What follows belongs to an exercise in optimizing a design on an open flow for small area; a production flow would make more cautious choices.
Where RTL was checked, it was by simulation tests only, not by an equivalence proof against the original.
No functional check of the RTL was part of run 1.
Power is estimated from default activity; no workload was simulated.

==> design.v <==
module bpm_from_interval(input [7:0] b, output reg [12:0] reload);
	always @(*) begin
		case (b)
			8'd0: reload = 13'd7842;
			8'd1: reload = 13'd7842;
			8'd2: reload = 13'd7842;
			8'd3: reload = 13'd7842;
			8'd4: reload = 13'd7842;
			8'd5: reload = 13'd7842;
			8'd6: reload = 13'd7842;
			8'd7: reload = 13'd7842;
			8'd8: reload = 13'd7842;
			8'd9: reload = 13'd7842;
			8'd10: reload = 13'd7842;
			8'd11: reload = 13'd7842;
			8'd12: reload = 13'd7842;
			8'd13: reload = 13'd7842;
			8'd14: reload = 13'd7842;
			8'd15: reload = 13'd7842;
			8'd16: reload = 13'd6453;
			8'd17: reload = 13'd6453;
			8'd18: reload = 13'd6453;
			8'd19: reload = 13'd6453;
			8'd20: reload = 13'd6453;
			8'd21: reload = 13'd6453;
			8'd22: reload = 13'd6453;
			8'd23: reload = 13'd6453;
			8'd24: reload = 13'd6453;
			8'd25: reload = 13'd6453;
			8'd26: reload = 13'd6453;
			8'd27: reload = 13'd6453;
			8'd28: reload = 13'd6453;
			8'd29: reload = 13'd6453;
			8'd30: reload = 13'd6453;
			8'd31: reload = 13'd6047;
			8'd32: reload = 13'd5681;
			8'd33: reload = 13'd5347;
			8'd34: reload = 13'd5041;
			8'd35: reload = 13'd4761;
			8'd36: reload = 13'd4503;
			8'd37: reload = 13'd4267;
			8'd38: reload = 13'd4047;
			8'd39: reload = 13'd3845;
			8'd40: reload = 13'd3658;
			8'd41: reload = 13'd3483;
			8'd42: reload = 13'd3322;
			8'd43: reload = 13'd3170;
			8'd44: reload = 13'd3029;
			8'd45: reload = 13'd2898;
			8'd46: reload = 13'd2774;
			8'd47: reload = 13'd2658;
			8'd48: reload = 13'd2551;
			8'd49: reload = 13'd2447;
			8'd50: reload = 13'd2352;
			8'd51: reload = 13'd2262;
			8'd52: reload = 13'd2176;
			8'd53: reload = 13'd2095;
			8'd54: reload = 13'd2020;
			8'd55: reload = 13'd1947;
			8'd56: reload = 13'd1878;
			8'd57: reload = 13'd1814;
			8'd58: reload = 13'd1753;
			8'd59: reload = 13'd1693;
			8'd60: reload = 13'd1639;
			8'd61: reload = 13'd1585;
			8'd62: reload = 13'd1535;
			8'd63: reload = 13'd1487;
			8'd64: reload = 13'd1442;
			8'd65: reload = 13'd1397;
			8'd66: reload = 13'd1356;
			8'd67: reload = 13'd1316;
			8'd68: reload = 13'd1278;
			8'd69: reload = 13'd1241;
			8'd70: reload = 13'd1206;
			8'd71: reload = 13'd1173;
			8'd72: reload = 13'd1141;
			8'd73: reload = 13'd1109;
			8'd74: reload = 13'd1080;
			8'd75: reload = 13'd1052;
			8'd76: reload = 13'd1024;
			8'd77: reload = 13'd998;
			8'd78: reload = 13'd973;
			8'd79: reload = 13'd948;
			8'd80: reload = 13'd925;
			8'd81: reload = 13'd903;
			8'd82: reload = 13'd880;
			8'd83: reload = 13'd860;
			8'd84: reload = 13'd839;
			8'd85: reload = 13'd820;
			8'd86: reload = 13'd801;
			8'd87: reload = 13'd783;
			8'd88: reload = 13'd765;
			8'd89: reload = 13'd748;
			8'd90: reload = 13'd731;
			8'd91: reload = 13'd716;
			8'd92: reload = 13'd700;
			8'd93: reload = 13'd686;
			8'd94: reload = 13'd671;
			8'd95: reload = 13'd656;
			8'd96: reload = 13'd644;
			8'd97: reload = 13'd630;
			8'd98: reload = 13'd617;
			8'd99: reload = 13'd605;
			8'd100: reload = 13'd594;
			8'd101: reload = 13'd581;
			8'd102: reload = 13'd570;
			8'd103: reload = 13'd559;
			8'd104: reload = 13'd549;
			8'd105: reload = 13'd538;
			8'd106: reload = 13'd528;
			8'd107: reload = 13'd518;
			8'd108: reload = 13'd509;
			8'd109: reload = 13'd499;
			8'd110: reload = 13'd490;
			8'd111: reload = 13'd482;
			8'd112: reload = 13'd473;
			8'd113: reload = 13'd465;
			8'd114: reload = 13'd457;
			8'd115: reload = 13'd448;
			8'd116: reload = 13'd441;
			8'd117: reload = 13'd434;
			8'd118: reload = 13'd426;
			8'd119: reload = 13'd419;
			8'd120: reload = 13'd413;
			8'd121: reload = 13'd405;
			8'd122: reload = 13'd399;
			8'd123: reload = 13'd392;
			8'd124: reload = 13'd386;
			8'd125: reload = 13'd380;
			8'd126: reload = 13'd374;
			8'd127: reload = 13'd368;
			8'd128: reload = 13'd363;
			8'd129: reload = 13'd357;
			8'd130: reload = 13'd351;
			8'd131: reload = 13'd346;
			8'd132: reload = 13'd341;
			8'd133: reload = 13'd335;
			8'd134: reload = 13'd331;
			8'd135: reload = 13'd326;
			8'd136: reload = 13'd321;
			8'd137: reload = 13'd316;
			8'd138: reload = 13'd312;
			8'd139: reload = 13'd307;
			8'd140: reload = 13'd303;
			8'd141: reload = 13'd299;
			8'd142: reload = 13'd294;
			8'd143: reload = 13'd291;
			8'd144: reload = 13'd286;
			8'd145: reload = 13'd283;
			8'd146: reload = 13'd278;
			8'd147: reload = 13'd275;
			8'd148: reload = 13'd271;
			8'd149: reload = 13'd267;
			8'd150: reload = 13'd264;
			8'd151: reload = 13'd261;
			8'd152: reload = 13'd257;
			8'd153: reload = 13'd253;
			8'd154: reload = 13'd251;
			8'd155: reload = 13'd247;
			8'd156: reload = 13'd244;
			8'd157: reload = 13'd241;
			8'd158: reload = 13'd238;
			8'd159: reload = 13'd234;
			8'd160: reload = 13'd232;
			8'd161: reload = 13'd229;
			8'd162: reload = 13'd227;
			8'd163: reload = 13'd223;
			8'd164: reload = 13'd221;
			8'd165: reload = 13'd218;
			8'd166: reload = 13'd215;
			8'd167: reload = 13'd213;
			8'd168: reload = 13'd211;
			8'd169: reload = 13'd207;
			8'd170: reload = 13'd206;
			8'd171: reload = 13'd203;
			8'd172: reload = 13'd200;
			8'd173: reload = 13'd199;
			8'd174: reload = 13'd196;
			8'd175: reload = 13'd194;
			8'd176: reload = 13'd191;
			8'd177: reload = 13'd190;
			8'd178: reload = 13'd187;
			8'd179: reload = 13'd185;
			8'd180: reload = 13'd183;
			8'd181: reload = 13'd181;
			8'd182: reload = 13'd180;
			8'd183: reload = 13'd177;
			8'd184: reload = 13'd175;
			8'd185: reload = 13'd173;
			8'd186: reload = 13'd172;
			8'd187: reload = 13'd170;
			8'd188: reload = 13'd167;
			8'd189: reload = 13'd167;
			8'd190: reload = 13'd164;
			8'd191: reload = 13'd162;
			8'd192: reload = 13'd161;
			8'd193: reload = 13'd160;
			8'd194: reload = 13'd157;
			8'd195: reload = 13'd156;
			8'd196: reload = 13'd155;
			8'd197: reload = 13'd152;
			8'd198: reload = 13'd152;
			8'd199: reload = 13'd149;
			8'd200: reload = 13'd149;
			8'd201: reload = 13'd147;
			8'd202: reload = 13'd145;
			8'd203: reload = 13'd144;
			8'd204: reload = 13'd142;
			8'd205: reload = 13'd141;
			8'd206: reload = 13'd140;
			8'd207: reload = 13'd138;
			8'd208: reload = 13'd137;
			8'd209: reload = 13'd136;
			8'd210: reload = 13'd134;
			8'd211: reload = 13'd134;
			8'd212: reload = 13'd131;
			8'd213: reload = 13'd131;
			8'd214: reload = 13'd130;
			8'd215: reload = 13'd128;
			8'd216: reload = 13'd127;
			8'd217: reload = 13'd126;
			8'd218: reload = 13'd124;
			8'd219: reload = 13'd124;
			8'd220: reload = 13'd122;
			8'd221: reload = 13'd121;
			8'd222: reload = 13'd121;
			8'd223: reload = 13'd119;
			8'd224: reload = 13'd118;
			8'd225: reload = 13'd117;
			8'd226: reload = 13'd116;
			8'd227: reload = 13'd115;
			8'd228: reload = 13'd114;
			8'd229: reload = 13'd113;
			8'd230: reload = 13'd111;
			8'd231: reload = 13'd111;
			8'd232: reload = 13'd110;
			8'd233: reload = 13'd109;
			8'd234: reload = 13'd109;
			8'd235: reload = 13'd107;
			8'd236: reload = 13'd106;
			8'd237: reload = 13'd105;
			8'd238: reload = 13'd105;
			8'd239: reload = 13'd103;
			8'd240: reload = 13'd103;
			8'd241: reload = 13'd102;
			8'd242: reload = 13'd101;
			8'd243: reload = 13'd100;
			8'd244: reload = 13'd100;
			8'd245: reload = 13'd98;
			8'd246: reload = 13'd98;
			8'd247: reload = 13'd97;
			8'd248: reload = 13'd96;
			8'd249: reload = 13'd95;
			8'd250: reload = 13'd95;
			8'd251: reload = 13'd94;
			8'd252: reload = 13'd93;
			8'd253: reload = 13'd92;
			8'd254: reload = 13'd92;
			8'd255: reload = 13'd7842;
			default: reload = 13'd0;
		endcase
	end
endmodule
`timescale 1ns / 1ps
module bpmcalculator(
	input wire clk,
	input wire rst,
	input wire tick,
	input wire beat,
	output wire [7:0] bpm_out
	);
	parameter STARTING_BPM = 8'd80;
	parameter DEFAULT_BPM  = 8'd80;
	reg [7:0]  b;
	reg [12:0] d;
	reg [7:0]  buf0, buf1, buf2, buf3;
	reg        prev_beat;
	wire [12:0] reload;
	bpm_from_interval bfi (.b(b), .reload(reload));
	wire early   = (b == 8'd0) | (b[7:1] == 7'h7F);    
	wire dflt    = (b == 8'd29);
	wire timeout = dflt & (d == 13'd0);
	wire [7:0] counted_bpm = dflt ? DEFAULT_BPM : b;
	wire event_  = timeout | (beat & ~prev_beat & ~early);
	wire [9:0] bpm_sum = ({2'b00, buf0} + {2'b00, buf1}) + ({2'b00, buf2} + {2'b00, buf3});
	assign bpm_out = bpm_sum[9:2];
	always @(posedge clk) begin
		if (rst) begin
			buf0 <= STARTING_BPM;
			buf1 <= STARTING_BPM;
			buf2 <= STARTING_BPM;
			buf3 <= STARTING_BPM;
			b <= 8'd0;
			d <= 13'd7842;
			prev_beat <= 0;
		end else if (tick) begin
			if (event_) begin
				buf0 <= counted_bpm;
				buf1 <= buf0;
				buf2 <= buf1;
				buf3 <= buf2;
				prev_beat <= 1;
				b <= 8'd0;
				d <= 13'd7842;
			end else begin
				prev_beat <= beat;
				if (d == 13'd0) begin
					b <= b - 8'd1;
					d <= reload;
				end else
					d <= d - 13'd1;
			end
		end
	end
endmodule
`timescale 1ns / 1ps
module beatmaker(
	input clk,
	input rst,
	input [15:0] accel_z,
	input accel_valid,
	input [2:0] cls,        
	output reg beat
	);
	wire signed [15:0] a = accel_z;
	wire new_gt = a > 16'sd10000;
	wire new_lt = a < 16'sd10000;
	wire old_gt = (cls == 3'd3);
	wire old_lt = cls[2] | ~cls[1];
	reg xing;
	always @(posedge clk) begin
		if (rst) begin
			beat <= 0;
			xing <= 0;
		end else begin
			xing <= accel_valid & ((new_gt & old_lt) | (new_lt & old_gt));
			if (xing)
				beat <= ~beat;
		end
	end
endmodule
module BPM_lut(input [7:0] bpm, output reg [7:0] half);
	always @(*) begin
		case (bpm)
			8'd0: half = 8'd166;
			8'd1: half = 8'd166;
			8'd2: half = 8'd166;
			8'd3: half = 8'd166;
			8'd4: half = 8'd166;
			8'd5: half = 8'd166;
			8'd6: half = 8'd166;
			8'd7: half = 8'd166;
			8'd8: half = 8'd166;
			8'd9: half = 8'd166;
			8'd10: half = 8'd166;
			8'd11: half = 8'd166;
			8'd12: half = 8'd166;
			8'd13: half = 8'd166;
			8'd14: half = 8'd166;
			8'd15: half = 8'd166;
			8'd16: half = 8'd166;
			8'd17: half = 8'd166;
			8'd18: half = 8'd166;
			8'd19: half = 8'd166;
			8'd20: half = 8'd166;
			8'd21: half = 8'd166;
			8'd22: half = 8'd166;
			8'd23: half = 8'd166;
			8'd24: half = 8'd166;
			8'd25: half = 8'd166;
			8'd26: half = 8'd166;
			8'd27: half = 8'd166;
			8'd28: half = 8'd166;
			8'd29: half = 8'd166;
			8'd30: half = 8'd166;
			8'd31: half = 8'd161;
			8'd32: half = 8'd156;
			8'd33: half = 8'd151;
			8'd34: half = 8'd147;
			8'd35: half = 8'd143;
			8'd36: half = 8'd139;
			8'd37: half = 8'd135;
			8'd38: half = 8'd131;
			8'd39: half = 8'd128;
			8'd40: half = 8'd125;
			8'd41: half = 8'd122;
			8'd42: half = 8'd119;
			8'd43: half = 8'd116;
			8'd44: half = 8'd113;
			8'd45: half = 8'd111;
			8'd46: half = 8'd108;
			8'd47: half = 8'd106;
			8'd48: half = 8'd104;
			8'd49: half = 8'd102;
			8'd50: half = 8'd100;
			8'd51: half = 8'd98;
			8'd52: half = 8'd96;
			8'd53: half = 8'd94;
			8'd54: half = 8'd92;
			8'd55: half = 8'd91;
			8'd56: half = 8'd89;
			8'd57: half = 8'd87;
			8'd58: half = 8'd86;
			8'd59: half = 8'd84;
			8'd60: half = 8'd83;
			8'd61: half = 8'd82;
			8'd62: half = 8'd80;
			8'd63: half = 8'd79;
			8'd64: half = 8'd78;
			8'd65: half = 8'd77;
			8'd66: half = 8'd76;
			8'd67: half = 8'd74;
			8'd68: half = 8'd73;
			8'd69: half = 8'd72;
			8'd70: half = 8'd71;
			8'd71: half = 8'd70;
			8'd72: half = 8'd69;
			8'd73: half = 8'd68;
			8'd74: half = 8'd67;
			8'd75: half = 8'd66;
			8'd76: half = 8'd66;
			8'd77: half = 8'd65;
			8'd78: half = 8'd64;
			8'd79: half = 8'd63;
			8'd80: half = 8'd62;
			8'd81: half = 8'd61;
			8'd82: half = 8'd61;
			8'd83: half = 8'd60;
			8'd84: half = 8'd59;
			8'd85: half = 8'd59;
			8'd86: half = 8'd58;
			8'd87: half = 8'd57;
			8'd88: half = 8'd57;
			8'd89: half = 8'd56;
			8'd90: half = 8'd55;
			8'd91: half = 8'd55;
			8'd92: half = 8'd54;
			8'd93: half = 8'd54;
			8'd94: half = 8'd53;
			8'd95: half = 8'd52;
			8'd96: half = 8'd52;
			8'd97: half = 8'd51;
			8'd98: half = 8'd51;
			8'd99: half = 8'd50;
			8'd100: half = 8'd50;
			8'd101: half = 8'd49;
			8'd102: half = 8'd49;
			8'd103: half = 8'd48;
			8'd104: half = 8'd48;
			8'd105: half = 8'd47;
			8'd106: half = 8'd47;
			8'd107: half = 8'd46;
			8'd108: half = 8'd46;
			8'd109: half = 8'd46;
			8'd110: half = 8'd45;
			8'd111: half = 8'd45;
			8'd112: half = 8'd44;
			8'd113: half = 8'd44;
			8'd114: half = 8'd44;
			8'd115: half = 8'd43;
			8'd116: half = 8'd43;
			8'd117: half = 8'd42;
			8'd118: half = 8'd42;
			8'd119: half = 8'd42;
			8'd120: half = 8'd41;
			8'd121: half = 8'd41;
			8'd122: half = 8'd41;
			8'd123: half = 8'd40;
			8'd124: half = 8'd40;
			8'd125: half = 8'd40;
			8'd126: half = 8'd39;
			8'd127: half = 8'd39;
			8'd128: half = 8'd39;
			8'd129: half = 8'd39;
			8'd130: half = 8'd38;
			8'd131: half = 8'd38;
			8'd132: half = 8'd38;
			8'd133: half = 8'd37;
			8'd134: half = 8'd37;
			8'd135: half = 8'd37;
			8'd136: half = 8'd37;
			8'd137: half = 8'd36;
			8'd138: half = 8'd36;
			8'd139: half = 8'd36;
			8'd140: half = 8'd35;
			8'd141: half = 8'd35;
			8'd142: half = 8'd35;
			8'd143: half = 8'd35;
			8'd144: half = 8'd34;
			8'd145: half = 8'd34;
			8'd146: half = 8'd34;
			8'd147: half = 8'd34;
			8'd148: half = 8'd34;
			8'd149: half = 8'd33;
			8'd150: half = 8'd33;
			8'd151: half = 8'd33;
			8'd152: half = 8'd33;
			8'd153: half = 8'd32;
			8'd154: half = 8'd32;
			8'd155: half = 8'd32;
			8'd156: half = 8'd32;
			8'd157: half = 8'd32;
			8'd158: half = 8'd31;
			8'd159: half = 8'd31;
			8'd160: half = 8'd31;
			8'd161: half = 8'd31;
			8'd162: half = 8'd31;
			8'd163: half = 8'd30;
			8'd164: half = 8'd30;
			8'd165: half = 8'd30;
			8'd166: half = 8'd30;
			8'd167: half = 8'd30;
			8'd168: half = 8'd30;
			8'd169: half = 8'd29;
			8'd170: half = 8'd29;
			8'd171: half = 8'd29;
			8'd172: half = 8'd29;
			8'd173: half = 8'd29;
			8'd174: half = 8'd28;
			8'd175: half = 8'd28;
			8'd176: half = 8'd28;
			8'd177: half = 8'd28;
			8'd178: half = 8'd28;
			8'd179: half = 8'd28;
			8'd180: half = 8'd28;
			8'd181: half = 8'd27;
			8'd182: half = 8'd27;
			8'd183: half = 8'd27;
			8'd184: half = 8'd27;
			8'd185: half = 8'd27;
			8'd186: half = 8'd27;
			8'd187: half = 8'd26;
			8'd188: half = 8'd26;
			8'd189: half = 8'd26;
			8'd190: half = 8'd26;
			8'd191: half = 8'd26;
			8'd192: half = 8'd26;
			8'd193: half = 8'd26;
			8'd194: half = 8'd26;
			8'd195: half = 8'd25;
			8'd196: half = 8'd25;
			8'd197: half = 8'd25;
			8'd198: half = 8'd25;
			8'd199: half = 8'd25;
			8'd200: half = 8'd25;
			8'd201: half = 8'd25;
			8'd202: half = 8'd25;
			8'd203: half = 8'd24;
			8'd204: half = 8'd24;
			8'd205: half = 8'd24;
			8'd206: half = 8'd24;
			8'd207: half = 8'd24;
			8'd208: half = 8'd24;
			8'd209: half = 8'd24;
			8'd210: half = 8'd24;
			8'd211: half = 8'd23;
			8'd212: half = 8'd23;
			8'd213: half = 8'd23;
			8'd214: half = 8'd23;
			8'd215: half = 8'd23;
			8'd216: half = 8'd23;
			8'd217: half = 8'd23;
			8'd218: half = 8'd23;
			8'd219: half = 8'd23;
			8'd220: half = 8'd22;
			8'd221: half = 8'd22;
			8'd222: half = 8'd22;
			8'd223: half = 8'd22;
			8'd224: half = 8'd22;
			8'd225: half = 8'd22;
			8'd226: half = 8'd22;
			8'd227: half = 8'd22;
			8'd228: half = 8'd22;
			8'd229: half = 8'd22;
			8'd230: half = 8'd21;
			8'd231: half = 8'd21;
			8'd232: half = 8'd21;
			8'd233: half = 8'd21;
			8'd234: half = 8'd21;
			8'd235: half = 8'd21;
			8'd236: half = 8'd21;
			8'd237: half = 8'd21;
			8'd238: half = 8'd21;
			8'd239: half = 8'd21;
			8'd240: half = 8'd21;
			8'd241: half = 8'd20;
			8'd242: half = 8'd20;
			8'd243: half = 8'd20;
			8'd244: half = 8'd20;
			8'd245: half = 8'd20;
			8'd246: half = 8'd20;
			8'd247: half = 8'd20;
			8'd248: half = 8'd20;
			8'd249: half = 8'd20;
			8'd250: half = 8'd20;
			8'd251: half = 8'd20;
			8'd252: half = 8'd20;
			8'd253: half = 8'd20;
			8'd254: half = 8'd19;
			8'd255: half = 8'd19;
			default: half = 8'd0;
		endcase
	end
endmodule
 module BPM_prescaler(CLK, RST, TICK, BPM, slowCLK, slowRise);
	input CLK;
	input RST;
	input TICK;	 
	output slowRise;	 
	input [7:0] BPM;
	output reg slowCLK;
	wire [7:0] half;
	BPM_lut U1 (BPM, half);
	reg [7:0] counter;
	wire [7:0] counter_inc = counter + 8'd1;
	wire wrap = (counter_inc >= half);
	assign slowRise = !RST && TICK && !slowCLK && wrap;
	always @ (posedge CLK) begin
		if (RST) begin
			counter <= 0;
			slowCLK <= 0;
		end else if (TICK) begin
			counter <= counter_inc;
			if (wrap) begin
				counter <= 0;
				slowCLK <= ~slowCLK;
			end
		end
	end
endmodule
module  duration_lut (input [3:0] lookup, input [1:0] mode, output reg [15:0] duration, output reg [15:0] on_limit);
	always @(*) begin
		case (lookup)
			4'd0: duration = 16'd1000;
			4'd1: duration = 16'd1500;
			4'd2: duration = 16'd2000;
			4'd3: duration = 16'd3000;
			4'd4: duration = 16'd4500;
			4'd5: duration = 16'd6000;
			4'd6: duration = 16'd9000;
			4'd7: duration = 16'd12000;
			4'd8: duration = 16'd18000;
			4'd9: duration = 16'd24000;
			4'd10: duration = 16'd48000;
			4'd11: duration = 16'd1000;
			4'd12: duration = 16'd1000;
			4'd13: duration = 16'd1000;
			4'd14: duration = 16'd1000;
			4'd15: duration = 16'd1000;
		endcase
		case ({mode[1], mode[0], lookup})
			6'd0: on_limit = 16'd875;
			6'd1: on_limit = 16'd1375;
			6'd2: on_limit = 16'd1875;
			6'd3: on_limit = 16'd2875;
			6'd4: on_limit = 16'd4375;
			6'd5: on_limit = 16'd5750;
			6'd6: on_limit = 16'd8750;
			6'd7: on_limit = 16'd11625;
			6'd8: on_limit = 16'd17500;
			6'd9: on_limit = 16'd23375;
			6'd10: on_limit = 16'd46875;
			6'd11: on_limit = 16'd875;
			6'd12: on_limit = 16'd875;
			6'd13: on_limit = 16'd875;
			6'd14: on_limit = 16'd875;
			6'd15: on_limit = 16'd875;
			6'd16: on_limit = 16'd714;
			6'd17: on_limit = 16'd1122;
			6'd18: on_limit = 16'd1530;
			6'd19: on_limit = 16'd2346;
			6'd20: on_limit = 16'd3570;
			6'd21: on_limit = 16'd4692;
			6'd22: on_limit = 16'd7140;
			6'd23: on_limit = 16'd9486;
			6'd24: on_limit = 16'd14280;
			6'd25: on_limit = 16'd19074;
			6'd26: on_limit = 16'd38250;
			6'd27: on_limit = 16'd714;
			6'd28: on_limit = 16'd714;
			6'd29: on_limit = 16'd714;
			6'd30: on_limit = 16'd714;
			6'd31: on_limit = 16'd714;
			6'd32: on_limit = 16'd1000;
			6'd33: on_limit = 16'd1500;
			6'd34: on_limit = 16'd2000;
			6'd35: on_limit = 16'd3000;
			6'd36: on_limit = 16'd4500;
			6'd37: on_limit = 16'd6000;
			6'd38: on_limit = 16'd9000;
			6'd39: on_limit = 16'd12000;
			6'd40: on_limit = 16'd18000;
			6'd41: on_limit = 16'd24000;
			6'd42: on_limit = 16'd48000;
			6'd43: on_limit = 16'd1000;
			6'd44: on_limit = 16'd1000;
			6'd45: on_limit = 16'd1000;
			6'd46: on_limit = 16'd1000;
			6'd47: on_limit = 16'd1000;
			default: on_limit = 16'd0;
		endcase
	end
endmodule
module timing_controller (CLK, RST, TICK, BPM, MODE, NOTE, START, EN, DONE);
	input 				 CLK; 	 
	input 				 RST; 	 
	input 				 TICK; 	 
	input [1:0]		   MODE;		 
	input [3:0]			NOTE;		 
	input 			  START;     
	input [7:0] 	 	 BPM;		 
	output reg 			  EN;		 
	output reg 			DONE;		 
	wire [15:0] DURATION, ON_LIMIT;
	reg [15:0] counter;
	duration_lut dur_lut_blk (NOTE, MODE, DURATION, ON_LIMIT);
	wire slowCLK, slowRise;
	BPM_prescaler bpm_pre_blk (CLK, RST, TICK, BPM, slowCLK, slowRise);
	wire at_end = (counter == DURATION);
	wire on = (counter <= ON_LIMIT);
	always @ (posedge CLK) begin
		if (RST) begin
			EN 	  <= 1;
			counter <= 0;
			DONE 	  <= 0;
		end else if (slowRise && START) begin
			DONE <= at_end;
			counter <= at_end ? 16'd0 : counter + 16'd1;
			if (on)
				EN <= 1;
			else if (!MODE[1])
				EN <= 0;
		end
	end
endmodule
module sin_lut (input [5:0] lookup, output [7:0] value);
	wire [4:0] idx = lookup[4:0];
	wire [4:0] j = lookup[4] ? (5'd0 - idx) : idx;     
	reg [6:0] q;
	always @(*) begin
		case (j)
			5'd0:  q = 7'd0;
			5'd1:  q = 7'd12;
			5'd2:  q = 7'd24;
			5'd3:  q = 7'd37;
			5'd4:  q = 7'd48;
			5'd5:  q = 7'd60;
			5'd6:  q = 7'd70;
			5'd7:  q = 7'd80;
			5'd8:  q = 7'd90;
			5'd9:  q = 7'd98;
			5'd10: q = 7'd106;
			5'd11: q = 7'd112;
			5'd12: q = 7'd117;
			5'd13: q = 7'd122;
			5'd14: q = 7'd125;
			5'd15: q = 7'd126;
			default: q = 7'd127;
		endcase
	end
	wire zero = (idx == 5'd0);
	assign value = zero ? 8'd128 : {~lookup[5], q ^ {7{lookup[5]}}};
endmodule
module tone_lut64 (input [5:0] tone, output reg [13:0] sixty_fourth_period);
	always @(*) begin
		case (tone)
			6'd0: sixty_fourth_period = 14'd11945;
			6'd1: sixty_fourth_period = 14'd11945;
			6'd2: sixty_fourth_period = 14'd11275;
			6'd3: sixty_fourth_period = 14'd10642;
			6'd4: sixty_fourth_period = 14'd10045;
			6'd5: sixty_fourth_period = 14'd9481;
			6'd6: sixty_fourth_period = 14'd8949;
			6'd7: sixty_fourth_period = 14'd8446;
			6'd8: sixty_fourth_period = 14'd7972;
			6'd9: sixty_fourth_period = 14'd7525;
			6'd10: sixty_fourth_period = 14'd7103;
			6'd11: sixty_fourth_period = 14'd6704;
			6'd12: sixty_fourth_period = 14'd6328;
			6'd13: sixty_fourth_period = 14'd5973;
			6'd14: sixty_fourth_period = 14'd5638;
			6'd15: sixty_fourth_period = 14'd5321;
			6'd16: sixty_fourth_period = 14'd5022;
			6'd17: sixty_fourth_period = 14'd4741;
			6'd18: sixty_fourth_period = 14'd4475;
			6'd19: sixty_fourth_period = 14'd4223;
			6'd20: sixty_fourth_period = 14'd3986;
			6'd21: sixty_fourth_period = 14'd3763;
			6'd22: sixty_fourth_period = 14'd3552;
			6'd23: sixty_fourth_period = 14'd3352;
			6'd24: sixty_fourth_period = 14'd3164;
			6'd25: sixty_fourth_period = 14'd2987;
			6'd26: sixty_fourth_period = 14'd2819;
			6'd27: sixty_fourth_period = 14'd2661;
			6'd28: sixty_fourth_period = 14'd2511;
			6'd29: sixty_fourth_period = 14'd2370;
			6'd30: sixty_fourth_period = 14'd2237;
			6'd31: sixty_fourth_period = 14'd2112;
			6'd32: sixty_fourth_period = 14'd1993;
			6'd33: sixty_fourth_period = 14'd1882;
			6'd34: sixty_fourth_period = 14'd1776;
			6'd35: sixty_fourth_period = 14'd1676;
			6'd36: sixty_fourth_period = 14'd1582;
			6'd37: sixty_fourth_period = 14'd1493;
			6'd38: sixty_fourth_period = 14'd1410;
			6'd39: sixty_fourth_period = 14'd1331;
			6'd40: sixty_fourth_period = 14'd1256;
			6'd41: sixty_fourth_period = 14'd1185;
			6'd42: sixty_fourth_period = 14'd1119;
			6'd43: sixty_fourth_period = 14'd1056;
			6'd44: sixty_fourth_period = 14'd997;
			6'd45: sixty_fourth_period = 14'd941;
			6'd46: sixty_fourth_period = 14'd888;
			6'd47: sixty_fourth_period = 14'd838;
			6'd48: sixty_fourth_period = 14'd791;
			6'd49: sixty_fourth_period = 14'd791;
			6'd50: sixty_fourth_period = 14'd791;
			6'd51: sixty_fourth_period = 14'd791;
			6'd52: sixty_fourth_period = 14'd791;
			6'd53: sixty_fourth_period = 14'd791;
			6'd54: sixty_fourth_period = 14'd791;
			6'd55: sixty_fourth_period = 14'd791;
			6'd56: sixty_fourth_period = 14'd791;
			6'd57: sixty_fourth_period = 14'd791;
			6'd58: sixty_fourth_period = 14'd791;
			6'd59: sixty_fourth_period = 14'd791;
			6'd60: sixty_fourth_period = 14'd791;
			6'd61: sixty_fourth_period = 14'd791;
			6'd62: sixty_fourth_period = 14'd791;
			6'd63: sixty_fourth_period = 14'd791;
		endcase
	end
endmodule
module pwm (input CLK, input RST, input [7:0] duty, input [3:0] VOL, output P);
	reg [11:0] cnt;
	reg [7:0] x;
	reg [3:0] r;
	reg [3:0] vm1;           
	wire last = (cnt == 12'h800);
	wire fb = cnt[11] ^ cnt[10] ^ cnt[9] ^ cnt[3] ^ (cnt[10:0] == 11'd0);
	wire step = (r == 4'd0);
	assign P = |x;
	always @ (posedge CLK) begin
		if (RST) begin
			cnt <= 0;
			x <= 0;
		end else begin
			cnt <= {cnt[10:0], fb};
			if (last)
				x <= (VOL == 4'd0) ? 8'd0 : duty;
			else if (step && P)
				x <= x - 8'd1;
		end
	end
	always @ (posedge CLK) begin
		if (last) begin
			r <= VOL - 4'd1;
			vm1 <= VOL - 4'd1;
		end else
			r <= step ? vm1 : r - 4'd1;
	end
endmodule
module tone(CLK, RST, TONE, EN, VOL, P);
	input 				 CLK;		 
	input 				 RST;		 
	input 		[5:0] TONE; 	 
	input					  EN;		 
	input			[3:0]  VOL;		 
	output 					P;		 
	reg [5:0] lookup_value;		 
	wire [13:0] 	 period;			 
	wire [7:0] 	  duty_cmp;
	reg [13:0] 		counter;			 
	parameter TONE_MAX = 6'd48;
	pwm pwm_block (CLK, RST, duty_cmp, VOL, P);
	tone_lut64 tone_lut_block (TONE, period);
	sin_lut sin_lut_block (lookup_value, duty_cmp);
	always @(posedge CLK) begin
		if (RST) begin
			counter <= 0;
			lookup_value <= 0;
		end else if (EN && (VOL != 4'h0) && (TONE != 6'd0 && TONE <= TONE_MAX)) begin
			counter <= counter + 14'd1;
			if (counter >= period) begin
				counter <= 14'd0;
				lookup_value <= lookup_value + 6'd1;
			end
		end
	end
endmodule
module byte_to_BCD(input [7:0] bin, output reg [11:0] BCD);
   reg [19:0] shift;
   integer i;
   always @(*)
   begin
      shift[19:8] = 0;
      shift[7:0] = bin;
      for (i=0; i<8; i=i+1) begin
         if (shift[11:8] >= 5)
            shift[11:8] = shift[11:8] + 3;
         if (shift[15:12] >= 5)
            shift[15:12] = shift[15:12] + 3;
         if (shift[19:16] >= 5)
            shift[19:16] = shift[19:16] + 3;
         shift = shift << 1;
      end
		BCD[11:0] = shift[19:8];
   end
endmodule
module bcdtoseg(input [3:0] dig, output reg [6:0] nseg);
	always @(*) begin
		case (dig)
			4'd0:     nseg = ~7'b1111110;
			4'd1:     nseg = ~7'b0110000;
			4'd2:     nseg = ~7'b1101101;
			4'd3:     nseg = ~7'b1111001;
			4'd4:     nseg = ~7'b0110011;
			4'd5:     nseg = ~7'b1011011;
			4'd6:     nseg = ~7'b1011111;
			4'd7:     nseg = ~7'b1110000;
			4'd8:     nseg = ~7'b1111111;
			4'd9:     nseg = ~7'b1111011;
			4'hF:     nseg = ~7'b1100111;	 
			default:  nseg = ~7'b0000000;
		endcase
	end
endmodule
module display(CLK, RST, BPM, PLAY, SEGA, SEGD);
	input 			CLK;		 
	input 			RST;		 
	input [7:0]		BPM;		 
	input 		  PLAY;		 
	output reg [3:0] 	SEGA; 		 
	output [7:0] 	SEGD; 		    
	wire [11:0] BCD;
	reg [3:0]			CURRENT_DIG; 
	byte_to_BCD btb_blk (BPM, BCD);
	bcdtoseg seg_disp_blk (CURRENT_DIG, SEGD[7:1]);
	assign SEGD[0] = 1;
	reg [16:0] wave;
	wire at_0     = (wave == 17'h00001);    
	wire at_24999 = (wave == 17'h0A094);
	wire at_49999 = (wave == 17'h0E622);
	wire at_74999 = (wave == 17'h01E56);
	wire at_99999 = (wave == 17'h0FCBC);    
	reg [1:0] q;
	always @(*) begin
		if (at_0)           q = 2'd0;
		else if (at_24999)  q = 2'd1;
		else if (at_49999)  q = 2'd2;
		else if (at_74999)  q = 2'd3;
		else if (!SEGA[1])  q = 2'd1;
		else if (!SEGA[2])  q = 2'd2;
		else if (!SEGA[3])  q = 2'd3;
		else                q = 2'd0;
	end
	always @(posedge CLK) begin
		if (RST) begin
			wave <= 17'h00001;
			SEGA <= 4'b1111;
			CURRENT_DIG <= 4'h0;
		end else if (at_99999) begin
			wave <= 17'h00001;
		end else begin
			wave <= {wave[15:0], wave[16] ^ wave[13]};
			case (q)
				2'd0: begin
					SEGA <= PLAY ? 4'b1111 : 4'b1110;
					CURRENT_DIG <= PLAY ? 4'h0 : 4'hF;
				end
				2'd1: begin SEGA <= 4'b1101; CURRENT_DIG <= BCD[11:8]; end
				2'd2: begin SEGA <= 4'b1011; CURRENT_DIG <= BCD[7:4]; end
				default: begin SEGA <= 4'b0111; CURRENT_DIG <= BCD[3:0]; end
			endcase
		end
	end
endmodule
`timescale 1ns / 1ps
module double_thermometer(
	input clk,
	input rst,
	input [15:0] accel_z,
	input accel_valid,
	output reg [2:0] cls,
	output wire [7:0] out
	);
	wire signed [15:0] a = accel_z;
	reg [2:0] ncls;
	always @(*) begin
		if (a == 16'd0)            ncls = 3'd0;
		else if (a[15:13] == 3'b101) ncls = 3'd4;
		else if (a[15:13] == 3'b110) ncls = 3'd5;
		else if (a[15:13] == 3'b111) ncls = 3'd6;
		else if (a > 16'sd10000)   ncls = 3'd3;
		else if (a == 16'sd10000)  ncls = 3'd2;
		else                       ncls = 3'd1;
	end
	always @(posedge clk) begin
		if (rst)
			cls <= 3'd0;
		else if (accel_valid)
			cls <= ncls;
	end
	wire z = (cls == 3'd0);
	assign out = {~cls[2] & (cls[1] | cls[0]), cls == 3'd4, cls == 3'd5, z, z, 2'b00, cls[2] & cls[1]};
endmodule
`timescale 1ns / 1ps
module audio_core(
	input clk,          
	input rst,          
	input tick,         
	input tick_1m,      
	input [15:0] accel_z,     
	input accel_valid,        
	output wire beat,   
	output [7:0] LED,   
	input PB_PLY, 	     
	input [3:0]  VOL,	  
	output P,		     
	output [3:0] SEGA,  
	output [7:0] SEGD,  
	output [7:0] BPM,   
	input [15:0] DATA,	  
	output note_req,      
	output song_end       
	);
	wire [1:0] MODE;
	wire [3:0] NOTE;
	wire [5:0] TONE;
	wire       DONE;
	wire       EN;
	reg PLAY;
	reg LATCH_PB_PLY;
	always @(posedge clk) begin
		if (rst) begin
			PLAY <= 0;
			LATCH_PB_PLY <= 0;
		end else begin
			if (PB_PLY && ~LATCH_PB_PLY)
				PLAY <= ~PLAY;
			LATCH_PB_PLY <= PB_PLY;
		end
	end
	wire cmd = DATA[15] & DATA[14];
	assign MODE     = cmd ? 2'b00 : DATA[15:14];
	assign NOTE     = cmd ? 4'b0  : DATA[3:0];
	assign TONE     = DATA[13:8];
	assign song_end = PLAY && cmd && (DATA[7:0] == 0);
	assign note_req = DONE & PLAY;
	wire [2:0] acls;
	double_thermometer LED_display (
		.clk(clk), .rst(rst), .accel_z(accel_z), .accel_valid(accel_valid),
		.cls(acls), .out(LED));
	beatmaker bm (
		.clk(clk), .rst(rst), .accel_z(accel_z), .accel_valid(accel_valid),
		.cls(acls), .beat(beat));
	bpmcalculator bpmcalc (
		.clk(clk), .rst(rst), .tick(tick), .beat(beat), .bpm_out(BPM));
	timing_controller timing_ctrl_blk (clk, rst, tick_1m, BPM, MODE, NOTE, PLAY, EN, DONE);
	display  disp_blk (clk, rst, BPM, PLAY, SEGA, SEGD);
	tone     tone_blk (clk, rst, TONE, EN & PLAY, VOL, P);
endmodule
==> flow/run.sh <==
#!/bin/bash
# The standard layout (standard.sh) with two changes to its synthesis, both in
# how the logic between the registers is mapped to cells:
#  - Yosys's abc step runs flow/area.abc (ABC's area-oriented mapping with
#    area recovery) instead of ORFS's script;
#  - adders are not first cut out into half/full-adder cells
#    (ADDER_MAP_FILE empty), so that ABC maps them with the rest.
# The synthesis is otherwise synth_recipe.tcl as it is, so the registers, their
# names and their cells are the standard synthesis's. Every step after
# synthesis is the standard one.
set -euo pipefail
W=$(pwd)
F=$W/flow
# synthesis script: an abc wrapper put in front of synth_recipe.tcl
{
	echo "proc abc {args} {"
	echo "  set i [lsearch -exact \$args -script]"
	echo "  if {\$i >= 0} { lset args [expr {\$i + 1}] {$F/area.abc} }"
	echo "  yosys abc {*}\$args"
	echo "}"
	cat "$W/synth_recipe.tcl"
} > "$W/area_synth.tcl"
# standard.sh with the synthesis script replaced
sed "s#SYNTH_SCRIPT=[^ ]*#SYNTH_SCRIPT=$W/area_synth.tcl ADDER_MAP_FILE=#" "$W/standard.sh" > "$W/area_standard.sh"
grep -q "SYNTH_SCRIPT=$W/area_synth.tcl ADDER_MAP_FILE=" "$W/area_standard.sh"
bash "$W/area_standard.sh" "${@:-finish}" > "$W/flow_make.log" 2>&1
==> flow/area.abc <==
strash
&get -n
&fraig -x
&put
dc2
strash
&get -n
&dch -f
&nf -R 1000
&put
==> standard.sh <==
#!/bin/bash
# synth_recipe.tcl (not shown) runs the flow's synth.tcl, then flattens the netlist and writes it again
# the make line also repeats each setting of config.mk as NAME=value (left out here)
make -C /OpenROAD-flow-scripts/flow DESIGN_CONFIG=/design/flow/config.mk WORK_HOME=/design/flow/orfs CLKGATE_MAP_FILE= SYNTH_SCRIPT=/design/flow/synth_recipe.tcl "${@:-finish}"
==> config.mk <==
export PLATFORM = sky130hd
export DESIGN_NAME = audio_core
export DESIGN_NICKNAME = audio_core
export VERILOG_FILES = /design/flow/design.v
export SDC_FILE = /design/flow/constraint.sdc
export NUM_CORES = 4
export LEC_CHECK = 0
export CAP_MARGIN = 20
export CORE_MARGIN = 2
export CORE_UTILIZATION = 35
export PLACE_DENSITY = 0.55
export SLEW_MARGIN = 20
==> constraint.sdc <==
create_clock -name core_clock -period 10.0 [get_ports {clk}]
set_input_delay 2.0000 -clock core_clock [delete_from_list [all_inputs] [get_ports {clk}]]
set_output_delay 2.0000 -clock core_clock [all_outputs]
set_load 0.01 [all_outputs]
==> impl_metrics.toml, run 1 <==
[timing]
clock_skew_ns = 0.0127
rsz0062_at_grt = "no"
setup_violations = 0
worstMarginPinSlew_ns = 1.11
slew_headroom_pct = 25.4
drv_slew = 0
finalHoldViolCount = 0
timing.setup.tns_ns = 0
setup_slack_ns = 1.05
finalCritPeriodShare_pct = 89.5
fmax_mhz = 112
fin_crit_ns = 8.95

[synth]
synthXorXnorAreaFrac_pct = 7.74
synth-seq-cells = 181
synthFlopType = "dfxtp_1"
synth.largest_area_cell = "dfxtp_1"
synthMuxAreaShare_pct = 0
synth_warnings = 16
syn_area_mm2 = 0.0127
yosysTopAreaCellShare_pct = 28.0
synth_area_leaders = "dfxtp_1 (28%), nand2_1 (8.8%), a21oi_1 (7.5%), nor2_1 (7.5%), o21ai_0 (7.1%)"
synthCells = 1838
syn_avg_cell_area_um2 = 6.89
synth_compound_area_share_pct = 27.8
synth_top_family_by_area = "simple AND/OR/NAND/NOR gates"
async_flop_share_pct = 0
synth_cell_type_count = 59
synthTopCellsByCount = "nand2_1 (297), nor2_1 (253), a21oi_1 (190)"
synth_fa_ha_area_share_pct = 2.05
synth_simple_gate_area_share_pct = 31.9
synth-seq-area-share_pct = 28.9
synth_edf_count = 4
synth.most_common_cell = "nand2_1"

[layout]
final-instance-count-excl-fill = 2417
antennaDiodeCount = 0
fillers = 3746
areaGrowthSynthToFinish_pct = 15.8
fin_nets = 1985
design_area_mm2 = 0.0147
drive_gt1_share_pct = 2.81
utilization_pct = 41.3

[floorplan]
die_h_um = 194
row_count = 69
fp.dieArea_mm2 = 0.0377
ios = 74
start_util_pct = 35.6
coreArea_mm2 = 0.0356
die_width_um = 194

[clock_network]
htreeDepth = 4
insertion_delay_ns = 0.44
postCtsResizedCells = 0
cts_tree = "done"
hold_buffers = 0
cts_num_sinks = 181
cts_buffers = 17
cts_setup_buffers = 0
ctsRootBufferMaster = "clkbuf_16"
cts_buffer_depth = 2
path_clk_slew_ns = 0.08

[route]
ant_nets = 0
post_drt_wl_per_cell_um = 16.8
highest_layer = "met4"
drc = 0
route.met3.wl_um = 2520
dr_wl_met2_um = 18300
num_vias = 14000
wl_um = 40700
first_pass_iters = 6
first_iter_violations = 1440
routed_via_density = 5.80
wl_met1_um = 18200

[global_routing]
grt_max_degree = 60
grtUsageTotal_pct = 21.1
grt_pass1_wl_um = 66500
overflow = 0
antenna_found_initial = 0
grt_pass1_vias = 12900

[setup_path]
reg2reg_depth = 40
start_kind = "flip-flop"
crit_arrival_ns = 9.27
reg2reg_from = "bpmcalc.buf2[1]$_SDFFE_PP0P_"
slowest_delay_ns = 0.45
critPathSlowestCell = "o21ai_1"
cp_data_required_time_ns = 10.31
r2r_slack_ns = 1.05
path_common_cell = "nor2_1"
worstReg2RegEnd = "disp_blk.seg_disp_blk.nseg[5]$_DFF_P_"
crit_fanout = 19
end_kind = "flip-flop"
worstSetupPathType = "reg2reg"

[pwr]
power_per_cell_area_mw_per_mm2 = 115
ir_drop_mv = 0.192
leakage_nw = 5.23

[min_path]
hold_path.class = "reg2reg"
hold_path.startpoint = "tone_blk.pwm_block.cnt[5]$_SDFF_PP0_"
holdPathStages = 1
min_to = "tone_blk.pwm_block.cnt[6]$_SDFF_PP0_"

[placement]
place_congestion = 0.994
io_buffer_count = 70
place_ws_ns = 0.920
place_area_mm2 = 0.0141
dpl.hpwl_um = 29900
place_inst = 2385

[status]
status = "complete, no violations"

[run]
maxCapViolCount = 0
-- worst max-delay path: cells and delay by family (launching register included) --
| kind | cells | cell delay [ns] |
|---|---|---|
| xor gates and xnor gates | 4 | 0.80 |
| DFF | 1 | 0.36 |
| buffers and inverters | 5 | 0.96 |
| adders and majority gates | 5 | 2.07 |
| and+or+nand+nor | 15 | 2.42 |
| AOI/OAI and AO/OA | 11 | 2.20 |
-- cell type report --
type / count / area (um^2) / share of cell area (%)
Clock buffer: 18 / 429 / 2.92
Clock inverter: 14 / 168 / 1.14
Inverter: 44 / 165 / 1.13
Multi-Input combinational cell: 1609 / 8820 / 60.1
Sequential cell: 181 / 3660 / 25.0
Tap cell: 461 / 577 / 3.93
Timing Repair Buffer: 90 / 848 / 5.78
-- layout by cell type, fill, tap and decap left out, types with 28 or more instances in the layout --
cell type,instances
nand3_1,46
nor4_1,38
xor2_1,42
nor2_1,253
nor2b_1,29
clkinv_1,44
and2_0,42
clkdlybuf4s50_1,69
nand2_1,296
a31oi_1,28
xnor2_1,68
o21ai_0,179
a21oi_1,190
nand2b_1,43
nor3_1,69
dfxtp_1,177
-- worst max-delay path by stage --
| stage | slack (ns) | startpoint | to | depth (start not counted) |
|---|---|---|---|---|
| 2_1_floorplan | 1.13 | bpmcalc.buf2[0]$_SDFFE_PP0P_ | disp_blk.seg_disp_blk.nseg[5]$_DFF_P_ | 39 |
| 3_3_place_gp | 1.22 | bpmcalc.buf0[0]$_SDFFE_PP0P_ | disp_blk.seg_disp_blk.nseg[5]$_DFF_P_ | 41 |
| 3_5_place_dp | 0.92 | bpmcalc.buf2[1]$_SDFFE_PP0P_ | disp_blk.seg_disp_blk.nseg[5]$_DFF_P_ | 40 |
| 4_1_cts | 0.88 | bpmcalc.buf2[1]$_SDFFE_PP0P_ | disp_blk.seg_disp_blk.nseg[5]$_DFF_P_ | 40 |
| 5_1_grt | 0.22 | bpmcalc.buf0[0]$_SDFFE_PP0P_ | disp_blk.seg_disp_blk.nseg[5]$_DFF_P_ | 40 |
| 6_report | 1.05 | bpmcalc.buf2[1]$_SDFFE_PP0P_ | disp_blk.seg_disp_blk.nseg[5]$_DFF_P_ | 40 |
-- power breakdown --
part | switching, mW | internal [mW]
combinational | 0.131 | 0.0987
clock | 0.306 | 0.377
sequential | 0.0210 | 0.749
-- metal layers --
metal | global-route usage (%) | vias up
met5 | 0 | -
li1 | - | 6907
met1 | 28.0 | 6475
met4 | 9.51 | 0
met3 | 3.03 | 110
met2 | 33.8 | 532
-- state kept, by name, indices dropped and copies added (netlist names), 6 cells and up --
| signal | count |
|---|---|
| tone_blk.pwm_block.x | 8 |
| bpmcalc.b | 8 |
| bpmcalc.buf1 | 8 |
| bpmcalc.reload | 13 |
| disp_blk.seg_disp_blk.nseg | 7 |
| bpmcalc.buf3 | 8 |
| tone_blk.counter | 14 |
| tone_blk.lookup_value | 6 |
| bpmcalc.buf0 | 8 |
| timing_ctrl_blk.bpm_pre_blk.counter | 8 |
| timing_ctrl_blk.counter | 16 |
| disp_blk.wave | 17 |
| tone_blk.pwm_block.cnt | 12 |
| bpmcalc.buf2 | 8 |
| bpmcalc.d | 13 |
-- cells by family (layout without fill, tap and decap cells) --
family / after synthesis / after routing
simple gates: 881 / 881
compound gates: 587 / 587
flops: 181 / 181
xor+xnor: 112 / 112
buf+inv: 49 / 166
fa+ha+maj: 26 / 26
other cells: 2 / 3
-- metrics by stage --
stage	power [mW]	hold WS [ns]
floorplan	0.925	0.419
global placement	1.01	0.447
detailed placement	1.02	0.456
CTS	1.71	0.467
global route	1.77	0.475
finish	1.68	0.458
==> inputs of run 2 (changes only) <==
--- a/design.v
+++ b/design.v
@@ -734,32 +734,71 @@
 	end
 endmodule
 module sin_lut (input [5:0] lookup, output [7:0] value);
-	wire [4:0] idx = lookup[4:0];
-	wire [4:0] j = lookup[4] ? (5'd0 - idx) : idx;     
-	reg [6:0] q;
-	always @(*) begin
-		case (j)
-			5'd0:  q = 7'd0;
-			5'd1:  q = 7'd12;
-			5'd2:  q = 7'd24;
-			5'd3:  q = 7'd37;
-			5'd4:  q = 7'd48;
-			5'd5:  q = 7'd60;
-			5'd6:  q = 7'd70;
-			5'd7:  q = 7'd80;
-			5'd8:  q = 7'd90;
-			5'd9:  q = 7'd98;
-			5'd10: q = 7'd106;
-			5'd11: q = 7'd112;
-			5'd12: q = 7'd117;
-			5'd13: q = 7'd122;
-			5'd14: q = 7'd125;
-			5'd15: q = 7'd126;
-			default: q = 7'd127;
-		endcase
-	end
-	wire zero = (idx == 5'd0);
-	assign value = zero ? 8'd128 : {~lookup[5], q ^ {7{lookup[5]}}};
+	assign value = (lookup == 6'd0)  ? 128 :
+						(lookup == 6'd1)  ? 140 :
+						(lookup == 6'd2)  ? 152 :
+						(lookup == 6'd3)  ? 165 :
+						(lookup == 6'd4)  ? 176 :
+						(lookup == 6'd5)  ? 188 :
+						(lookup == 6'd6)  ? 198 :
+						(lookup == 6'd7)  ? 208 :
+						(lookup == 6'd8)  ? 218 :
+						(lookup == 6'd9)  ? 226 :
+						(lookup == 6'd10) ? 234 :
+						(lookup == 6'd11) ? 240 :
+						(lookup == 6'd12) ? 245 :
+						(lookup == 6'd13) ? 250 :
+						(lookup == 6'd14) ? 253 :
+						(lookup == 6'd15) ? 254 :
+						(lookup == 6'd16) ? 255 :
+						(lookup == 6'd17) ? 254 :
+						(lookup == 6'd18) ? 253 :
+						(lookup == 6'd19) ? 250 :
+						(lookup == 6'd20) ? 245 :
+						(lookup == 6'd21) ? 240 :
+						(lookup == 6'd22) ? 234 :
+						(lookup == 6'd23) ? 226 :
+						(lookup == 6'd24) ? 218 :
+						(lookup == 6'd25) ? 208 :
+						(lookup == 6'd26) ? 198 :
+						(lookup == 6'd27) ? 188 :
+						(lookup == 6'd28) ? 176 : 
+						(lookup == 6'd29) ? 165 : 
+						(lookup == 6'd30) ? 152 :
+						(lookup == 6'd31) ? 140 :
+						(lookup == 6'd32) ? 128 :
+						(lookup == 6'd33) ? 115 :
+						(lookup == 6'd34) ? 103 :
+						(lookup == 6'd35) ? 90  :
+						(lookup == 6'd36) ? 79  :
+						(lookup == 6'd37) ? 67  :
+						(lookup == 6'd38) ? 57  : 
+						(lookup == 6'd39) ? 47  :
+						(lookup == 6'd40) ? 37  :
+						(lookup == 6'd41) ? 29  :
+						(lookup == 6'd42) ? 21  :
+						(lookup == 6'd43) ? 15  :
+						(lookup == 6'd44) ? 10  :
+						(lookup == 6'd45) ? 5   :
+						(lookup == 6'd46) ? 2   :
+						(lookup == 6'd47) ? 1   :
+						(lookup == 6'd48) ? 0   :
+						(lookup == 6'd49) ? 1   :
+						(lookup == 6'd50) ? 2   : 
+						(lookup == 6'd51) ? 5   :
+						(lookup == 6'd52) ? 10  :
+						(lookup == 6'd53) ? 15  :
+						(lookup == 6'd54) ? 21  :
+						(lookup == 6'd55) ? 29  :
+						(lookup == 6'd56) ? 37  :
+						(lookup == 6'd57) ? 47  :
+						(lookup == 6'd58) ? 57  :
+						(lookup == 6'd59) ? 67  :
+						(lookup == 6'd60) ? 79  : 
+						(lookup == 6'd61) ? 90  : 
+						(lookup == 6'd62) ? 103 :
+						(lookup == 6'd63) ? 115 :
+						  0  ;
 endmodule
 module tone_lut64 (input [5:0] tone, output reg [13:0] sixty_fourth_period);
 	always @(*) begin
@@ -831,21 +870,22 @@
 		endcase
 	end
 endmodule
-module pwm (input CLK, input RST, input [7:0] duty, input [3:0] VOL, output P);
-	reg [11:0] cnt;
+module pwm (input CLK, input RST, input [7:0] duty, input [3:0] VOL, input [4:0] cnt_lo, output P);
+	reg [6:0] cnt_hi;        
 	reg [7:0] x;
 	reg [3:0] r;
 	reg [3:0] vm1;           
-	wire last = (cnt == 12'h800);
-	wire fb = cnt[11] ^ cnt[10] ^ cnt[9] ^ cnt[3] ^ (cnt[10:0] == 11'd0);
+	wire lo_end = &cnt_lo;
+	wire last = lo_end & (&cnt_hi);
 	wire step = (r == 4'd0);
 	assign P = |x;
 	always @ (posedge CLK) begin
 		if (RST) begin
-			cnt <= 0;
+			cnt_hi <= 0;
 			x <= 0;
 		end else begin
-			cnt <= {cnt[10:0], fb};
+			if (lo_end)
+				cnt_hi <= cnt_hi + 7'd1;
 			if (last)
 				x <= (VOL == 4'd0) ? 8'd0 : duty;
 			else if (step && P)
@@ -860,19 +900,20 @@
 			r <= step ? vm1 : r - 4'd1;
 	end
 endmodule
-module tone(CLK, RST, TONE, EN, VOL, P);
+module tone(CLK, RST, TONE, EN, VOL, CNT_LO, P);
 	input 				 CLK;		 
 	input 				 RST;		 
 	input 		[5:0] TONE; 	 
 	input					  EN;		 
 	input			[3:0]  VOL;		 
+	input			[4:0]  CNT_LO;	 
 	output 					P;		 
 	reg [5:0] lookup_value;		 
 	wire [13:0] 	 period;			 
 	wire [7:0] 	  duty_cmp;
 	reg [13:0] 		counter;			 
 	parameter TONE_MAX = 6'd48;
-	pwm pwm_block (CLK, RST, duty_cmp, VOL, P);
+	pwm pwm_block (CLK, RST, duty_cmp, VOL, CNT_LO, P);
 	tone_lut64 tone_lut_block (TONE, period);
 	sin_lut sin_lut_block (lookup_value, duty_cmp);
 	always @(posedge CLK) begin
@@ -925,53 +966,55 @@
 		endcase
 	end
 endmodule
-module display(CLK, RST, BPM, PLAY, SEGA, SEGD);
+module display(CLK, RST, BPM, PLAY, SEGA, SEGD, CNT_LO);
 	input 			CLK;		 
 	input 			RST;		 
 	input [7:0]		BPM;		 
 	input 		  PLAY;		 
 	output reg [3:0] 	SEGA; 		 
 	output [7:0] 	SEGD; 		    
+	output [4:0]   CNT_LO;      
 	wire [11:0] BCD;
 	reg [3:0]			CURRENT_DIG; 
 	byte_to_BCD btb_blk (BPM, BCD);
 	bcdtoseg seg_disp_blk (CURRENT_DIG, SEGD[7:1]);
 	assign SEGD[0] = 1;
-	reg [16:0] wave;
-	wire at_0     = (wave == 17'h00001);    
-	wire at_24999 = (wave == 17'h0A094);
-	wire at_49999 = (wave == 17'h0E622);
-	wire at_74999 = (wave == 17'h01E56);
-	wire at_99999 = (wave == 17'h0FCBC);    
-	reg [1:0] q;
-	always @(*) begin
-		if (at_0)           q = 2'd0;
-		else if (at_24999)  q = 2'd1;
-		else if (at_49999)  q = 2'd2;
-		else if (at_74999)  q = 2'd3;
-		else if (!SEGA[1])  q = 2'd1;
-		else if (!SEGA[2])  q = 2'd2;
-		else if (!SEGA[3])  q = 2'd3;
-		else                q = 2'd0;
-	end
+	reg [16:0] waveCount;
+	wire [16:0] waveNext = waveCount + 17'd1;
+	assign CNT_LO = waveCount[4:0];
+	parameter
+		KHZ_WAVE = 17'd100000,
+		DISP_D0  = ~4'b0001,
+		DISP_D1  = ~4'b0010,
+		DISP_D2  = ~4'b0100,
+		DISP_D3  = ~4'b1000,
+		DISP_OFF = ~4'b0000;
 	always @(posedge CLK) begin
 		if (RST) begin
-			wave <= 17'h00001;
-			SEGA <= 4'b1111;
-			CURRENT_DIG <= 4'h0;
-		end else if (at_99999) begin
-			wave <= 17'h00001;
+			waveCount <= 0;
+			SEGA <= ~4'h0;
+			CURRENT_DIG[3:0] <= 4'h0;
 		end else begin
-			wave <= {wave[15:0], wave[16] ^ wave[13]};
-			case (q)
-				2'd0: begin
-					SEGA <= PLAY ? 4'b1111 : 4'b1110;
-					CURRENT_DIG <= PLAY ? 4'h0 : 4'hF;
+			waveCount <= waveNext;
+			if (waveNext < KHZ_WAVE/4) begin
+				if (~PLAY)  begin
+					SEGA <= DISP_D0;
+					CURRENT_DIG <= 4'hF;
+				end else begin
+					SEGA <= DISP_OFF;
+					CURRENT_DIG <= 4'd0;
 				end
-				2'd1: begin SEGA <= 4'b1101; CURRENT_DIG <= BCD[11:8]; end
-				2'd2: begin SEGA <= 4'b1011; CURRENT_DIG <= BCD[7:4]; end
-				default: begin SEGA <= 4'b0111; CURRENT_DIG <= BCD[3:0]; end
-			endcase
+			end else if (waveNext < KHZ_WAVE/2) begin
+				SEGA <= DISP_D1;
+				CURRENT_DIG <= BCD[11:8];
+			end else if (waveNext < KHZ_WAVE*3/4) begin
+				SEGA <= DISP_D2;
+				CURRENT_DIG <= BCD[7:4];
+			end else if (waveNext < KHZ_WAVE) begin
+				SEGA <= DISP_D3;
+				CURRENT_DIG <= BCD[3:0];
+			end else
+				waveCount <= 0;
 		end
 	end
 endmodule
@@ -1057,6 +1100,7 @@
 	bpmcalculator bpmcalc (
 		.clk(clk), .rst(rst), .tick(tick), .beat(beat), .bpm_out(BPM));
 	timing_controller timing_ctrl_blk (clk, rst, tick_1m, BPM, MODE, NOTE, PLAY, EN, DONE);
-	display  disp_blk (clk, rst, BPM, PLAY, SEGA, SEGD);
-	tone     tone_blk (clk, rst, TONE, EN & PLAY, VOL, P);
+	wire [4:0] cnt_lo;
+	display  disp_blk (clk, rst, BPM, PLAY, SEGA, SEGD, cnt_lo);
+	tone     tone_blk (clk, rst, TONE, EN & PLAY, VOL, cnt_lo, P);
 endmodule
==> run.sh (new file) <==
#!/bin/bash
# synth_recipe.tcl (not shown) runs the flow's synth.tcl, then flattens the netlist and writes it again
# the make line also repeats each setting of config.mk as NAME=value (left out here)
make -C /OpenROAD-flow-scripts/flow DESIGN_CONFIG=/design/flow/config.mk WORK_HOME=/design/flow/orfs CLKGATE_MAP_FILE= SYNTH_SCRIPT=/design/flow/synth_recipe.tcl finish
removed: flow/run.sh
removed: flow/area.abc
removed: standard.sh
==> impl_metrics.toml, run 2 <==
[synth]
yosysTopAreaCellShare_pct = 19.1
syn_avg_cell_area_um2 = 7.05
synth-seq-cells = 176
synthTopCellsByCount = "nand2_1 (275), nor2_1 (255), a21oi_1 (235)"
synth_cell_type_count = 103
synth-seq-area-share_pct = 19.7
async_flop_share_pct = 0
synthCells = 2560
synth_edf_count = 4
synth_warnings = 15
syn_area_mm2 = 0.0181
synth.largest_area_cell = "dfxtp_1"
synthFlopType = "dfxtp_1"
synth_area_leaders = "dfxtp_1 (19%), ha_1 (9.9%), a21oi_1 (6.5%), nand2_1 (5.7%), o21ai_0 (5.3%)"
synth.most_common_cell = "nand2_1"

[run]
maxCapViolCount = 0

[global_routing]
antenna_found_initial = 1
grt_pass1_vias = 18200
met1_usage_pct = 29.0
grt_max_degree = 61
grt_pass1_wl_um = 95200
grtUsageTotal_pct = 21.3
top_usage_layer = "met2"
overflow = 0
met3_usage_pct = 2.73
grt.met2_usage_pct = 33.9

[floorplan]
die_h_um = 231
coreArea_mm2 = 0.0512
start_util_pct = 35.3
ios = 74
row_count = 83
die_width_um = 231
fp.dieArea_mm2 = 0.0534

[pwr]
power_per_cell_area_mw_per_mm2 = 85.3
ir_drop_mv = 0.132
clkPwrFrac_pct = 42.0
fin_total_pwr_mw = 1.74
leakage_nw = 7.79
p_switching_mw = 0.469
internal_power_mw = 1.27
p_comb_share_pct = 15.2
p_seq_share_pct = 42.8
netSwitchingFraction_pct = 27.0

[layout]
drive_gt1_share_pct = 8.55
largest_reg_flops = 17
areaGrowthSynthToFinish_pct = 12.6
fillers = 5318
final_cell_mix = "nand2_1 (275), nor2_1 (255), a21oi_1 (221)"
largest-register = "disp_blk.waveCount"
antennaDiodeCount = 0
final_common_cell = "nand2_1"
design_area_mm2 = 0.0203
top_regs = "disp_blk.waveCount (17), timing_ctrl_blk.counter (16), tone_blk.counter (14)"
final-instance-count-excl-fill = 3229
utilization_pct = 39.7
fin_nets = 2723

[route]
num_vias = 19400
post_drt_wl_per_cell_um = 18.1
wl_um = 58300
routed_via_density = 6.02
drc = 0
first_pass_iters = 7
ant_nets = 0
first_iter_violations = 1916

[setup_path]
worstSetupPathType = "reg2reg"
path_common_cell = "inv_1"
crit_buf_inv = 6
end_kind = "flip-flop"
crit_arrival_ns = 9.94
cp_data_required_time_ns = 10.36
start_kind = "flip-flop"
crit_family = "compound AO/OA/AOI/OAI gates"
crit_fanout = 6
slowest_delay_ns = 0.55
critPathSlowestCell = "or4b_4"

[clock_network]
hold_buffers = 0
insertion_delay_ns = 0.47
cts_buffer_depth = 2
htreeDepth = 4
ctsRootBufferMaster = "clkbuf_16"
cts_num_sinks = 176
cts_buffers = 17
path_clk_slew_ns = 0.07
cts_tree = "done"

[timing]
drv_slew = 0
worstMarginPinSlew_ns = 1.02
setup_violations = 0
clock_skew_ns = 0.00820
setup_slack_ns = 0.410
finalHoldViolCount = 0
slew_headroom_pct = 32.2
fin_crit_ns = 9.59
timing.setup.tns_ns = 0
fmax_mhz = 104
finalCritPeriodShare_pct = 95.9
whs_ns = 0.464

[placement]
place_congestion = 0.954
place_inst = 3181
place_ws_ns = -0.0837
place_area_mm2 = 0.0194
dpl.hpwl_um = 41000
io_buffer_count = 70

[min_path]
hold_path.class = "reg2reg"

[status]
status = "complete, no violations"
==> run 2: timing repair <==
action	CTS	global route
buffers inserted	0	16
setup endpoints to repair	4	7
pin swaps	1	21
gates resized for setup	3	46
==> run 2: worst paths after layout <==
| path | startpoint | end | slack (ns) | depth (start not counted) |
|---|---|---|---|---|
| setup / recovery | bpmcalc.buf1[0]$_SDFFE_PP0P_ | disp_blk.seg_disp_blk.nseg[6]$_DFF_P_ | 0.41 | 50 |
| hold / removal | timing_ctrl_blk.DONE$_SDFFE_PP0P_ | timing_ctrl_blk.DONE$_SDFFE_PP0P_ | 0.46 | 2 |
| setup reg to reg | bpmcalc.buf1[0]$_SDFFE_PP0P_ | disp_blk.seg_disp_blk.nseg[6]$_DFF_P_ | 0.41 | 50 |
| hold reg to reg | timing_ctrl_blk.DONE$_SDFFE_PP0P_ | timing_ctrl_blk.DONE$_SDFFE_PP0P_ | 0.46 | 2 |
==> run 2: cells by family (layout without fill, tap and decap cells) <==
kind of cell    count (synthesis)  count (layout)  share of synthesized area, %
xor+xnor                      103             103                          5.04
simple gates                  924             924                          24.4
fa+ha+maj                     145             145                          10.1
other cells                     2               3                        0.0416
buf+inv                       288             276                          6.25
compound gates                889             889                          32.5
flops                         176             176                          19.7
mux                            33              33                          1.95
==> run 2: layout make-up <==
type	count	area (um^2)	share of cell area (%)
inverters	96	360	1.77
well taps	680	851	4.18
multi-input cells	2097	13600	67.0
clock inverters	14	204	1.00
repair buffers	148	1280	6.30
flip-flops and latches	176	3570	17.5
clock buffers	18	439	2.16
==> run 2: routing by layer <==
metal	wire length, um	vias up	part of all wire (%)
met1	26500	9106	45
li1	-	9387	-
met2	26500	813	45
met3	3730	130	6.4
met4	1590	0	2.7
met5	0	-	0
==> run 2: power by group through the flow <==
stage | Combinational (mW) | Sequential, mW | Clock (mW)
2_1_floorplan | 0.180 | 0.756 | 0
3_3_place_gp | 0.255 | 0.757 | 0
3_5_place_dp | 0.258 | 0.758 | 0
4_1_cts | 0.260 | 0.742 | 0.753
5_1_grt | 0.298 | 0.745 | 0.775
6_report | 0.264 | 0.742 | 0.729
==> run 2: worst reg2reg max path: cells and delay by family, from the launching register on <==
family                   cells  cell delay, ns
XOR/XNOR                     2            0.39
adder cells (fa/ha/maj)     10            2.11
AO/OA/AOI/OAI               18            3.28
multiplexers                 1            0.29
buffers and inverters        6            0.41
AND/OR/NAND/NOR             13            2.70
flip-flops                   1            0.33

## what the ideal ports hide
How much do the figures lean on ideal ports? The routed layouts below were timed once more, with nothing changed but the port constraints.
Step 1, drivers: a clkbuf_16 drives clk and a buf_2 each remaining input, both assumed.
Step 2 adds t to the input delays and takes it off the output delays; t is the mean of the earliest and latest rising clock arrival at the registers after step 1. Input paths then give back, and output paths get back, about the clock's delay inside the block.
Three values: ideal ports, drivers, drivers and shift; two values: the first two.
run | shift t [ns] | slack for setup (ns) | latest minus earliest clock arrival (ns)
run 1 | 0.481 | 1.045 / 1.045 / 1.045 | 0.013 / 0.013
run 2 | 0.524 | 0.410 / 0.410 / 0.410 | 0.012 / 0.011
After both steps every run listed still meets setup and hold.
